Source: an optimization exercise on an open RTL-to-GDS flow (aim: small area). Production flows keep margins and buffers that such runs may drop. RTL that was checked went through simulation tests only; none was proved equivalent to the original. No driver is modelled on the clock port, so clocking that relies on it looks cheaper here than on a real chip. Power is estimated from default activity; no workload was simulated.

== run a ==
==> flow/design.v <==
module warmup(
	input        clk,
	input        rst,
	input        rx,
	output [7:0] result_data,
	output       overflow
);
	reg [2:0] t8;
	function [2:0] succ(input [2:0] v);
		succ = {v[1:0], v[2] ^ (v[0] | ~v[1])};
	endfunction
	wire [2:0] n8 = succ(t8);
	reg [1:0] t3;
	reg [2:0] t7;
	reg [4:0] t31;
	always @(posedge clk) begin
		t8  <= n8;
		t3  <= {t3[0], ~(t3[1] & t3[0])};
		t7  <= {t7[1:0], (t7[2] ^ t7[1]) | ~rst};
		t31 <= {t31[3:0], (t31[4] ^ t31[2]) | ~rst};
	end
	wire tick = (&t8) & (&t3) & (&t7) & (&t31);
	wire [2:0] p = t8;
	localparam [2:0] P0 = 3'd6, P7 = 3'd7;
	wire p0 = (p == P0);
	wire p7 = (p == P7);
	reg [1:0] idx;
	reg       busy;
	reg [2:0] j;
	reg       valid;
	reg [2:0] k;           
	reg [7:0] A, W, B;
	reg       dA, dB;      
	reg       c;           
	reg       dec;         
	wire      rxs = dec;
	reg       ov;          
	localparam K_OTHER = 3'd0, K_AND = 3'd2, K_OR = 3'd3,
	           K_ADD = 3'd4, K_SUB = 3'd5, K_MUL = 3'd6, K_DIV = 3'd7;
	wire is_add = (k == K_ADD);
	wire is_sub = (k == K_SUB);
	wire is_and = (k == K_AND);
	wire is_or  = (k == K_OR);
	wire is_mul = (k == K_MUL);
	wire is_div = (k == K_DIV);
	wire md     = is_mul | is_div;
	wire comp  = (idx == 2'd3);
	wire dtick = tick & busy & ~comp;
	wire stick = tick & ~busy & ~comp & ~rx;
	wire trial = comp & ~busy;
	wire write = comp & busy;
	wire jl    = (j == P7);
	wire first = trial & (j == P0);
	wire lastw = write & jl;
	wire [7:0] op = {rx, A[7:1]};
	reg  [2:0] kn;
	always @* begin
		case (op)
			8'h2B: kn = K_ADD;
			8'h2D: kn = K_SUB;
			8'h2A: kn = K_MUL;
			8'h2F: kn = K_DIV;
			8'h26: kn = K_AND;
			8'h7C: kn = K_OR;
			default: kn = K_OTHER;
		endcase
	end
	wire ins  = busy & ~comp & ((n8 == j) | (tick & jl));
	wire insv = tick ? rx : rxs;
	wire dec_e = dec | (is_div & trial);
	wire x     = md ? (p0 ? (is_div & A[7]) : dB) : A[0];
	wire y     = md ? (dec_e & (W[0] ^ is_div)) : (W[0] ^ is_sub);
	wire ci    = p0 ? (md ? (is_div & dec_e) : is_sub) : c;
	wire s     = x ^ y ^ ci;
	wire co    = (x & y) | (ci & (x | y));
	reg r;
	always @* begin
		if (is_add | is_sub) r = s;
		else if (is_and)     r = A[0] & W[0];
		else if (is_or)      r = A[0] | W[0];
		else                 r = 1'b0;
	end
	wire a_in = (ins & ~idx[1]) ? insv :
	            (write & md) ? (p0 ? (is_div & dec) : dA) : A[0];
	wire w_in = (ins & idx[1]) ? insv : W[0];
	wire b_in = ~comp ? 1'b0 :
	            ~md ? (first ? r : B[0]) :
	            ~busy ? B[0] :
	            (lastw & is_div) ? a_in : s;
	always @(posedge clk) begin
		if (!rst) begin
			idx   <= 2'd0;
			busy  <= 1'b0;
			j     <= P0;
			valid <= 1'b0;
		end else if (comp) begin
			if (p7) begin
				busy <= ~busy;
				if (busy) begin
					j <= succ(j);
					if (jl) begin
						idx   <= 2'd0;
						valid <= 1'b1;
					end
				end
			end
		end else if (stick) begin
			busy <= 1'b1;
		end else if (dtick) begin
			j <= succ(j);
			if (jl) begin
				busy <= 1'b0;
				idx  <= idx + 2'd1;
			end
		end
	end
	always @(posedge clk) begin
		A  <= {a_in, A[7:1]};
		W  <= {w_in, W[7:1]};
		dA <= A[0];
		dB <= B[0];
		c  <= co;
		if (dtick & (idx == 2'd0) & jl)
			k <= kn;
		if (comp | (idx[1] & busy))
			B <= {b_in, B[7:1]};
		if (tick)
			dec <= rx;
		else if (trial & is_div & p7)
			dec <= B[0] | co;
		else if (trial & is_mul & p0)
			dec <= A[7];
		if (first) begin
			if (is_div)
				ov <= (p0 | ov) & ~W[0];
			else if (is_mul)
				ov <= 1'b0;
			else if (p7)
				ov <= (is_add | is_sub) & (co ^ is_sub);
		end else if (write & is_mul & (p0 | p7))
			ov <= ov | (p0 ? dB : co);
	end
	assign result_data = B & {8{valid}};
	assign overflow    = ~(ov & valid);
endmodule
clock: 30.0 ns
lec_check: 0
cap_margin: 20
core_margin: 2
core_utilization: 40
slew_margin: 20
standard.sh (not shown) runs the stock make flow with config.mk's settings and CLKGATE_MAP_FILE= SYNTH_SCRIPT=/design/flow/synth_recipe.tcl, a recipe that flattens the netlist after the stock synthesis.
==> flow/flow/run.sh <==
#!/bin/bash
# Standard layout with these changes: synthesis maps the logic with several
# ABC scripts and keeps the smallest result; port buffers use the smallest
# buffer; after placement a few clock buffers, each driving one strip of
# flip-flops, make the clock tree, so CTS has
# nothing left to build. Output goes to layout.log and clock_buffer.log
# (ORFS keeps each step's log under orfs/logs).
set -euo pipefail
here=$(pwd)
rm -rf "$here/scripts"
cp -r "$FLOW_HOME/scripts" "$here/scripts"
python3 - "$here/scripts/synth.tcl" <<'PY'
import sys
p = sys.argv[1]
s = open(p).read()
old = "  log_cmd abc {*}$abc_args\n"
assert s.count(old) == 1
s = s.replace(old, "  source $::env(FLOW_FLOW_DIR)/multi_abc.tcl\n")
open(p, "w").write(s)
PY
export SCRIPTS_DIR="$here/scripts"
export ADDER_MAP_FILE=
export FLOW_FLOW_DIR="$here/flow"
export BUFFER_PORTS_ARGS="-buffer_cell sky130_fd_sc_hd__buf_1"
export CTS_ARGS="-clk_nets clk -dont_use_dummy_load"
bash standard.sh synth floorplan place > layout.log 2>&1
export PLACE_ODB="$(ls -d "$here"/orfs/results/*/*/base)/3_place.odb"
export CLOCK_BUFFER_CELL="${CLOCK_BUFFER_CELL:-sky130_fd_sc_hd__clkbuf_8}"
export CLOCK_ROOT_CELL="${CLOCK_ROOT_CELL:-sky130_fd_sc_hd__clkbuf_2}"
export CLOCK_GROUPS="${CLOCK_GROUPS:-3}"
openroad -no_init -exit "$here/flow/clock_buffer.tcl" > clock_buffer.log 2>&1
bash standard.sh >> layout.log 2>&1
Other scripts of this flow, unchanged in this note and not shown: flow/flow/abc_amap.script, flow/flow/abc_nfa2.script, flow/flow/abc_nfa3.script, flow/flow/abc_q2.script, flow/flow/abc_q4.script, flow/flow/abc_r1.script, flow/flow/abc_r4.script, flow/flow/abc_r5.script, flow/flow/abc_speed.script, flow/flow/abc_w1.script, flow/flow/abc_w2.script, flow/flow/abc_w4.script, flow/flow/abc_w5.script, flow/flow/abc_w6.script, flow/flow/abc_w7.script, flow/flow/abc_w8.script, flow/flow/clock_buffer.tcl, flow/flow/multi_abc.tcl
### run a -> run b
--- a/flow/design.v
+++ b/flow/design.v
@@ -43,9 +43,9 @@
 	wire is_or  = (k == K_OR);
 	wire is_mul = (k == K_MUL);
 	wire is_div = (k == K_DIV);
 	wire md     = is_mul | is_div;
-	wire comp  = (idx == 2'd3);
+	wire comp  = (idx == 2'b10);
 	wire dtick = tick & busy & ~comp;
 	wire stick = tick & ~busy & ~comp & ~rx;
 	wire trial = comp & ~busy;
 	wire write = comp & busy;
@@ -109,9 +109,9 @@
 		end else if (dtick) begin
 			j <= succ(j);
 			if (jl) begin
 				busy <= 1'b0;
-				idx  <= idx + 2'd1;
+				idx  <= {idx[0], ~idx[1]};
 			end
 		end
 	end
 	always @(posedge clk) begin
==> comparison <==
Taking run a as the reference, in run b synthesized-area fraction occupied by adder cells increased by 1.0 points relative to the old numbers, number of standard cells in the final layout excluding fillers increased by 3 relative to the old numbers, utilization increased by 0.18 points relative to the old numbers. Total wire length (higher): run a. Per the comparison of run b with run a, post-route fraction of the period consumed by the critical path picked up an extra 0.21 points, final area picked up an extra 23 um^2, part of the total power dissipated in the clock network lost 0.8 points, global routing usage summed across all routing layers lost 1.1 points, area of the die picked up an extra about 1.1%.
No functional check of the RTL was part of run b.

---

// warmup: RTL as listed in full above, without the edits since
==> flow/config.mk <==
export PLATFORM = sky130hd
export DESIGN_NAME = warmup
export DESIGN_NICKNAME = warmup
export VERILOG_FILES = /design/flow/design.v
export SDC_FILE = /design/flow/constraint.sdc
export NUM_CORES = 4
export LEC_CHECK = 0
export CAP_MARGIN = 20
export CORE_MARGIN = 2
export CORE_UTILIZATION = 40
export SLEW_MARGIN = 20
==> flow/constraint.sdc <==
create_clock -name core_clock -period 30.0 [get_ports {clk}]
set_input_delay 6.0000 -clock core_clock [delete_from_list [all_inputs] [get_ports {clk}]]
set_output_delay 6.0000 -clock core_clock [all_outputs]
set_load 0.01 [all_outputs]
Scripts as last shown in full above: flow/flow/run.sh
Other scripts of this flow, unchanged in this note and not shown: flow/flow/abc_amap.script, flow/flow/abc_nfa2.script, flow/flow/abc_nfa3.script, flow/flow/abc_q2.script, flow/flow/abc_q4.script, flow/flow/abc_r1.script, flow/flow/abc_r4.script, flow/flow/abc_r5.script, flow/flow/abc_speed.script, flow/flow/clock_buffer.tcl, flow/flow/multi_abc.tcl
Next try:
--- a/flow/design.v
+++ b/flow/design.v
@@ -42,11 +42,11 @@
 	wire is_and = (k == K_AND);
 	wire is_or  = (k == K_OR);
 	wire is_mul = (k == K_MUL);
 	wire is_div = (k == K_DIV);
 	wire md     = is_mul | is_div;
-	wire comp  = (idx == 2'd3);
+	wire comp  = (idx == 2'b10);
 	wire dtick = tick & busy & ~comp;
 	wire stick = tick & ~busy & ~comp & ~rx;
 	wire trial = comp & ~busy;
 	wire write = comp & busy;
 	wire jl    = (j == P7);
@@ -108,11 +108,11 @@
 			busy <= 1'b1;
 		end else if (dtick) begin
 			j <= succ(j);
 			if (jl) begin
 				busy <= 1'b0;
-				idx  <= idx + 2'd1;
+				idx  <= {idx[0], ~idx[1]};
 			end
 		end
 	end
 	always @(posedge clk) begin
 		A  <= {a_in, A[7:1]};
The new run ran to the end with no violations. Maximum frequency falls by 0.87%. Via count falls by 0.57%. Power rises by 0.89%. Worst setup slack is worse by 0.063 ns. Worst hold slack is about the same. Design area rises by 1.1%. Sequential share of layout area falls by 0.58 points. Combinational power rises by 20%. First-iteration DRC count falls by 8.1%. Cell count rises by 1.1%.
The RTL of the second run of this note was laid out without a check of its function.

---

Setup of alpha:
warmup, a different RTL version from the one above (not shown whole).
Size in the first run: about 210 cells after synthesis, ~48 flip-flops, ~12 I/O pins, ~2500 um2 of cells after synthesis.
==> module warmup, before the edit <==
module warmup(
	input        clk,
	input        rst,
	input        rx,
	output [7:0] result_data,
	output       overflow
);
	reg [2:0] t8;
	reg [1:0] t3;
	reg [2:0] t7;
	reg [4:0] t31;
	always @(posedge clk) begin
		t8  <= t8 + 3'd1;
		t3  <= {t3[0], ~(t3[1] & t3[0])};
		t7  <= {t7[1:0], (t7[2] ^ t7[1]) | ~rst};
		t31 <= {t31[3:0], (t31[4] ^ t31[2]) | ~rst};
	end
	wire tick = (&t8) & (&t3) & (&t7) & (&t31);
	reg [1:0] idx;
	reg       busy;
	reg [2:0] j;
	reg       valid;
	reg [2:0] k;           
	reg [7:0] A, B, W;
	reg       c;
	localparam K_OTHER = 3'd0, K_ADD = 3'd1, K_SUB = 3'd2, K_AND = 3'd3,
	           K_OR = 3'd4, K_MUL = 3'd5, K_DIV = 3'd6;
	wire is_add = (k == K_ADD);
	wire is_sub = (k == K_SUB);
	wire is_and = (k == K_AND);
	wire is_or  = (k == K_OR);
	wire is_mul = (k == K_MUL);
	wire is_div = (k == K_DIV);
	wire md     = is_mul | is_div;
	wire comp  = (idx == 2'd3);
	wire last  = (j == 3'd7);
	wire dtick = tick & busy & ~comp;
	wire stick = tick & ~busy & ~comp & ~rx;
	wire btick = dtick & (idx == 2'd2);
	wire [7:0] op = {rx, A[7:1]};
	reg  [2:0] kn;
	always @* begin
		case (op)
			8'h2B: kn = K_ADD;
			8'h2D: kn = K_SUB;
			8'h2A: kn = K_MUL;
			8'h2F: kn = K_DIV;
			8'h26: kn = K_AND;
			8'h7C: kn = K_OR;
			default: kn = K_OTHER;
		endcase
	end
	wire a = A[0];
	wire b = rx;
	reg  r, cn;
	always @* begin
		r  = 1'b0;
		cn = 1'b0;
		if (is_add | is_sub) begin
			r  = a ^ b ^ c;
			cn = ((a ^ is_sub) & b) | (((a ^ is_sub) | b) & c);
		end else if (is_and) r = a & b;
		else if (is_or) r = a | b;
		else if (is_div) cn = c & ~b;
	end
	wire [7:0] X   = {B[6:0], A[7] & is_div};
	wire [8:0] cy;
	wire [8:0] S;
	assign cy[0] = is_div;
	genvar g;
	generate for (g = 0; g < 8; g = g + 1) begin : add
		assign S[g]    = X[g] ^ W[g] ^ cy[g];
		assign cy[g+1] = (X[g] & W[g]) | (cy[g] & (X[g] | W[g]));
	end endgenerate
	assign S[8] = cy[8];
	wire       sel = is_div ? (~busy & (B[7] | S[8])) : A[7];
	always @(posedge clk) begin
		if (!rst) begin
			idx   <= 2'd0;
			busy  <= 1'b0;
			j     <= 3'd0;
			valid <= 1'b0;
		end else if (comp) begin
			j <= j + 3'd1;
			if (last) begin
				if (is_div & ~busy)
					busy <= 1'b1;
				else begin
					busy  <= 1'b0;
					idx   <= 2'd0;
					valid <= 1'b1;
				end
			end
		end else if (stick) begin
			busy <= 1'b1;
		end else if (dtick) begin
			j <= j + 3'd1;
			if (last) begin
				busy <= 1'b0;
				idx  <= idx + 2'd1;
			end
		end
	end
	always @(posedge clk) begin
		if (dtick)
			A <= {(idx == 2'd2) ? A[0] : rx, A[7:1]};
		else if (comp & md)
			A <= {A[6:0], sel};
		if (dtick & (idx == 2'd0) & last)
			k <= kn;
		if (btick) begin
			B <= {r, B[7:1]};
			W <= {rx ^ is_div, W[7:1]};
		end else if (comp & md)
			B <= sel ? S[7:0] : X;
		if (stick & (idx == 2'd2))
			c <= is_div;
		else if (btick)
			c <= cn;
		else if (comp & is_mul)
			c <= c | B[7] | (A[7] & S[8]);
	end
	assign result_data = B & {8{valid}};
	assign overflow    = ~(c & valid);
endmodule
Settings: LEC_CHECK=0, CAP_MARGIN=20, CORE_MARGIN=2, CORE_UTILIZATION=40, SLEW_MARGIN=20; clock period 30.0 ns.
run.sh (not shown) runs the stock make flow with config.mk's settings and CLKGATE_MAP_FILE= SYNTH_SCRIPT=/design/flow/synth_recipe.tcl, a recipe that flattens the netlist after the stock synthesis.
Stock flow here: none of the scripts above is used.
#### Input delta (beta over alpha)
diff --git a/flow/design.v b/flow/design.v
--- a/flow/design.v
+++ b/flow/design.v
@@ -64,15 +64,7 @@
 		else if (is_div) cn = c & ~b;
 	end
 	wire [7:0] X   = {B[6:0], A[7] & is_div};
-	wire [8:0] cy;
-	wire [8:0] S;
-	assign cy[0] = is_div;
-	genvar g;
-	generate for (g = 0; g < 8; g = g + 1) begin : add
-		assign S[g]    = X[g] ^ W[g] ^ cy[g];
-		assign cy[g+1] = (X[g] & W[g]) | (cy[g] & (X[g] | W[g]));
-	end endgenerate
-	assign S[8] = cy[8];
+	wire [8:0] S   = {1'b0, X} + {1'b0, W} + {8'd0, is_div};
 	wire       sel = is_div ? (~busy & (B[7] | S[8])) : A[7];
 	always @(posedge clk) begin
 		if (!rst) begin
Findings:
- When beta is measured against alpha, its sequential share of layout area turns out 1.4 points lower.
- Area after synthesis went up by a few percent going from alpha to beta.
- Delta(routability congestion estimate, beta - alpha) < 0
- Against alpha, beta comes in about 3.3% higher on design area.
- Floorplan check, beta vs alpha: die outline larger in beta
- beta vs alpha, layout filler cell count went up by 29.
- alpha ended up with met2 as its busiest layer in global routing; beta ended up with met1.
- alpha → beta: power went down 1.4%, share of the clock period used by the worst path went down 0.15 points, clock period minus final worst setup slack went down 0.045 ns, fraction of power consumed by sequential logic shrank by 0.8 points, utilization after layout went down.
- Compare beta and alpha | part of the Yosys area used for sequential elements higher: alpha
- beta vs. alpha: fmax moved up; worst hold slack fell by 0.029 ns.

---

Setup of rev 12:
Another version of the RTL of warmup (not shown whole).
Size: roughly 220 cells after synthesis, roughly 53 flip-flops, about 0.0023 mm² of cells after synthesis.
==> module warmup, before the edit <==
module warmup(
	input        clk,
	input        rst,
	input        rx,
	output [7:0] result_data,
	output       overflow
);
	reg [2:0] t8;
	reg [1:0] t3;
	reg [2:0] t7;
	reg [4:0] t31;
	always @(posedge clk) begin
		t8  <= t8 + 3'd1;
		t3  <= {t3[0], ~(t3[1] & t3[0])};
		t7  <= {t7[1:0], (t7[2] ^ t7[1]) | ~rst};
		t31 <= {t31[3:0], (t31[4] ^ t31[2]) | ~rst};
	end
	wire tick = (&t8) & (&t3) & (&t7) & (&t31);
	wire [2:0] p = t8;
	wire p0 = (p == 3'd0);
	wire p7 = (p == 3'd7);
	reg [1:0] idx;
	reg       busy;
	reg [2:0] j;
	reg       valid;
	reg [2:0] k;           
	reg       rxs;         
	reg [7:0] A, W, B;
	reg       dA, dB;      
	reg       c;           
	reg       dec;         
	reg       ov;          
	localparam K_OTHER = 3'd0, K_ADD = 3'd1, K_SUB = 3'd2, K_AND = 3'd3,
	           K_OR = 3'd4, K_MUL = 3'd5, K_DIV = 3'd6;
	wire is_add = (k == K_ADD);
	wire is_sub = (k == K_SUB);
	wire is_and = (k == K_AND);
	wire is_or  = (k == K_OR);
	wire is_mul = (k == K_MUL);
	wire is_div = (k == K_DIV);
	wire md     = is_mul | is_div;
	wire comp  = (idx == 2'd3);
	wire dtick = tick & busy & ~comp;
	wire stick = tick & ~busy & ~comp & ~rx;
	wire trial = comp & ~busy;
	wire write = comp & busy;
	wire first = trial & (j == 3'd0);
	wire lastw = write & (j == 3'd7);
	wire [7:0] op = {rx, A[7:1]};
	reg  [2:0] kn;
	always @* begin
		case (op)
			8'h2B: kn = K_ADD;
			8'h2D: kn = K_SUB;
			8'h2A: kn = K_MUL;
			8'h2F: kn = K_DIV;
			8'h26: kn = K_AND;
			8'h7C: kn = K_OR;
			default: kn = K_OTHER;
		endcase
	end
	wire ins  = busy & ~comp & ((p + 3'd1 == j) | (tick & (j == 3'd7)));
	wire insv = tick ? rx : rxs;
	wire dec_e = dec | (is_div & trial);
	wire x     = md ? (p0 ? (is_div & A[7]) : dB) : A[0];
	wire y     = md ? (dec_e & (W[0] ^ is_div)) : (W[0] ^ is_sub);
	wire ci    = p0 ? (md ? (is_div & dec_e) : is_sub) : c;
	wire s     = x ^ y ^ ci;
	wire co    = (x & y) | (ci & (x | y));
	reg r;
	always @* begin
		if (is_add | is_sub) r = s;
		else if (is_and)     r = A[0] & W[0];
		else if (is_or)      r = A[0] | W[0];
		else                 r = 1'b0;
	end
	wire a_in = (ins & ~idx[1]) ? insv :
	            (write & md) ? (p0 ? (is_div & dec) : dA) : A[0];
	wire w_in = (ins & idx[1]) ? insv : W[0];
	wire b_in = ~comp ? 1'b0 :
	            ~md ? (first ? r : B[0]) :
	            ~busy ? B[0] :
	            (lastw & is_div) ? a_in : s;
	always @(posedge clk) begin
		if (!rst) begin
			idx   <= 2'd0;
			busy  <= 1'b0;
			j     <= 3'd0;
			valid <= 1'b0;
		end else if (comp) begin
			if (p7) begin
				busy <= ~busy;
				if (busy) begin
					j <= j + 3'd1;
					if (j == 3'd7) begin
						idx   <= 2'd0;
						valid <= 1'b1;
					end
				end
			end
		end else if (stick) begin
			busy <= 1'b1;
		end else if (dtick) begin
			j <= j + 3'd1;
			if (j == 3'd7) begin
				busy <= 1'b0;
				idx  <= idx + 2'd1;
			end
		end
	end
	always @(posedge clk) begin
		A  <= {a_in, A[7:1]};
		W  <= {w_in, W[7:1]};
		dA <= A[0];
		dB <= B[0];
		c  <= co;
		if (tick)
			rxs <= rx;
		if (dtick & (idx == 2'd0) & (j == 3'd7))
			k <= kn;
		if (comp | (idx[1] & busy))
			B <= {b_in, B[7:1]};
		if (trial & is_div & p7)
			dec <= B[0] | co;
		else if (trial & is_mul & p0)
			dec <= A[7];
		if (first) begin
			if (is_div)
				ov <= (p0 | ov) & ~W[0];
			else if (is_mul)
				ov <= 1'b0;
			else if (p7)
				ov <= (is_add | is_sub) & (co ^ is_sub);
		end else if (write & is_mul & (p0 | p7))
			ov <= ov | (p0 ? dB : co);
	end
	assign result_data = B & {8{valid}};
	assign overflow    = ~(ov & valid);
endmodule
Settings: LEC_CHECK=0, CAP_MARGIN=20, CORE_MARGIN=2, CORE_UTILIZATION=40, SLEW_MARGIN=20; clock period 30.0 ns.
## Diff of input files: rev 13 against rev 12
--- a/flow/design.v
+++ b/flow/design.v
@@ -6,19 +6,24 @@
 	output       overflow
 );
 	reg [2:0] t8;
+	function [2:0] succ(input [2:0] v);
+		succ = {v[1:0], v[2] ^ (v[0] | ~v[1])};
+	endfunction
+	wire [2:0] n8 = succ(t8);
 	reg [1:0] t3;
 	reg [2:0] t7;
 	reg [4:0] t31;
 	always @(posedge clk) begin
-		t8  <= t8 + 3'd1;
+		t8  <= n8;
 		t3  <= {t3[0], ~(t3[1] & t3[0])};
 		t7  <= {t7[1:0], (t7[2] ^ t7[1]) | ~rst};
 		t31 <= {t31[3:0], (t31[4] ^ t31[2]) | ~rst};
 	end
 	wire tick = (&t8) & (&t3) & (&t7) & (&t31);
 	wire [2:0] p = t8;
-	wire p0 = (p == 3'd0);
-	wire p7 = (p == 3'd7);
+	localparam [2:0] P0 = 3'd6, P7 = 3'd7;
+	wire p0 = (p == P0);
+	wire p7 = (p == P7);
 	reg [1:0] idx;
 	reg       busy;
 	reg [2:0] j;
@@ -44,8 +49,9 @@
 	wire stick = tick & ~busy & ~comp & ~rx;
 	wire trial = comp & ~busy;
 	wire write = comp & busy;
-	wire first = trial & (j == 3'd0);
-	wire lastw = write & (j == 3'd7);
+	wire jl    = (j == P7);
+	wire first = trial & (j == P0);
+	wire lastw = write & jl;
 	wire [7:0] op = {rx, A[7:1]};
 	reg  [2:0] kn;
 	always @* begin
@@ -59,7 +65,7 @@
 			default: kn = K_OTHER;
 		endcase
 	end
-	wire ins  = busy & ~comp & ((p + 3'd1 == j) | (tick & (j == 3'd7)));
+	wire ins  = busy & ~comp & ((n8 == j) | (tick & jl));
 	wire insv = tick ? rx : rxs;
 	wire dec_e = dec | (is_div & trial);
 	wire x     = md ? (p0 ? (is_div & A[7]) : dB) : A[0];
@@ -85,14 +91,14 @@
 		if (!rst) begin
 			idx   <= 2'd0;
 			busy  <= 1'b0;
-			j     <= 3'd0;
+			j     <= P0;
 			valid <= 1'b0;
 		end else if (comp) begin
 			if (p7) begin
 				busy <= ~busy;
 				if (busy) begin
-					j <= j + 3'd1;
-					if (j == 3'd7) begin
+					j <= succ(j);
+					if (jl) begin
 						idx   <= 2'd0;
 						valid <= 1'b1;
 					end
@@ -101,8 +107,8 @@
 		end else if (stick) begin
 			busy <= 1'b1;
 		end else if (dtick) begin
-			j <= j + 3'd1;
-			if (j == 3'd7) begin
+			j <= succ(j);
+			if (jl) begin
 				busy <= 1'b0;
 				idx  <= idx + 2'd1;
 			end
@@ -116,7 +122,7 @@
 		c  <= co;
 		if (tick)
 			rxs <= rx;
-		if (dtick & (idx == 2'd0) & (j == 3'd7))
+		if (dtick & (idx == 2'd0) & jl)
 			k <= kn;
 		if (comp | (idx[1] & busy))
 			B <= {b_in, B[7:1]};
- Post-detailed-routing wire length across rev 13 and rev 12: no real change.
- Rev 13 vs. rev 12: routed via count divided by cell count down about 0.6%, synthesized cell count lower, worst path arrival time moved down, area added between synthesis and finish dropped 0.41 points, utilization went down.
Function not checked in rev 12: the RTL went through the layout flow alone.

[separate check: timing with driven ports]
No port has a modelled driver above. Below, the same layouts with a new extraction and two added sets of constraints. Step 1, drivers: a clkbuf_16 drives clk and a buf_2 each remaining input, both assumed. Step 2, shift: input delay + t, output delay - t, t = (earliest + latest rising clock arrival at the registers) / 2. This alone moves slack from input paths to output paths. a / b / c = ideal / step 1 / step 2; a / b = the first two.
run	shift t [ns]	setup WS [ns]	cell pins on the clock port's net
run a	0.373	22.853 / 22.829 / 22.850	1
run b	0.390	22.790 / 22.767 / 22.782	1
the first run of note 2	0.373	22.853 / 22.829 / 22.850	1
the second run of note 2	0.390	22.790 / 22.767 / 22.782	1
alpha	0.324	22.320 / 22.315 / 21.992	1
beta	0.330	22.365 / 22.368 / 22.038	1
rev 12	0.329	22.499 / 22.474 / 22.510	1
rev 13	0.323	22.529 / 22.503 / 22.641	1
After both steps every run listed still meets setup and hold. The setup slack of alpha, which loses most, moves by -0.005 ns with the drivers and by -0.328 ns with both steps.
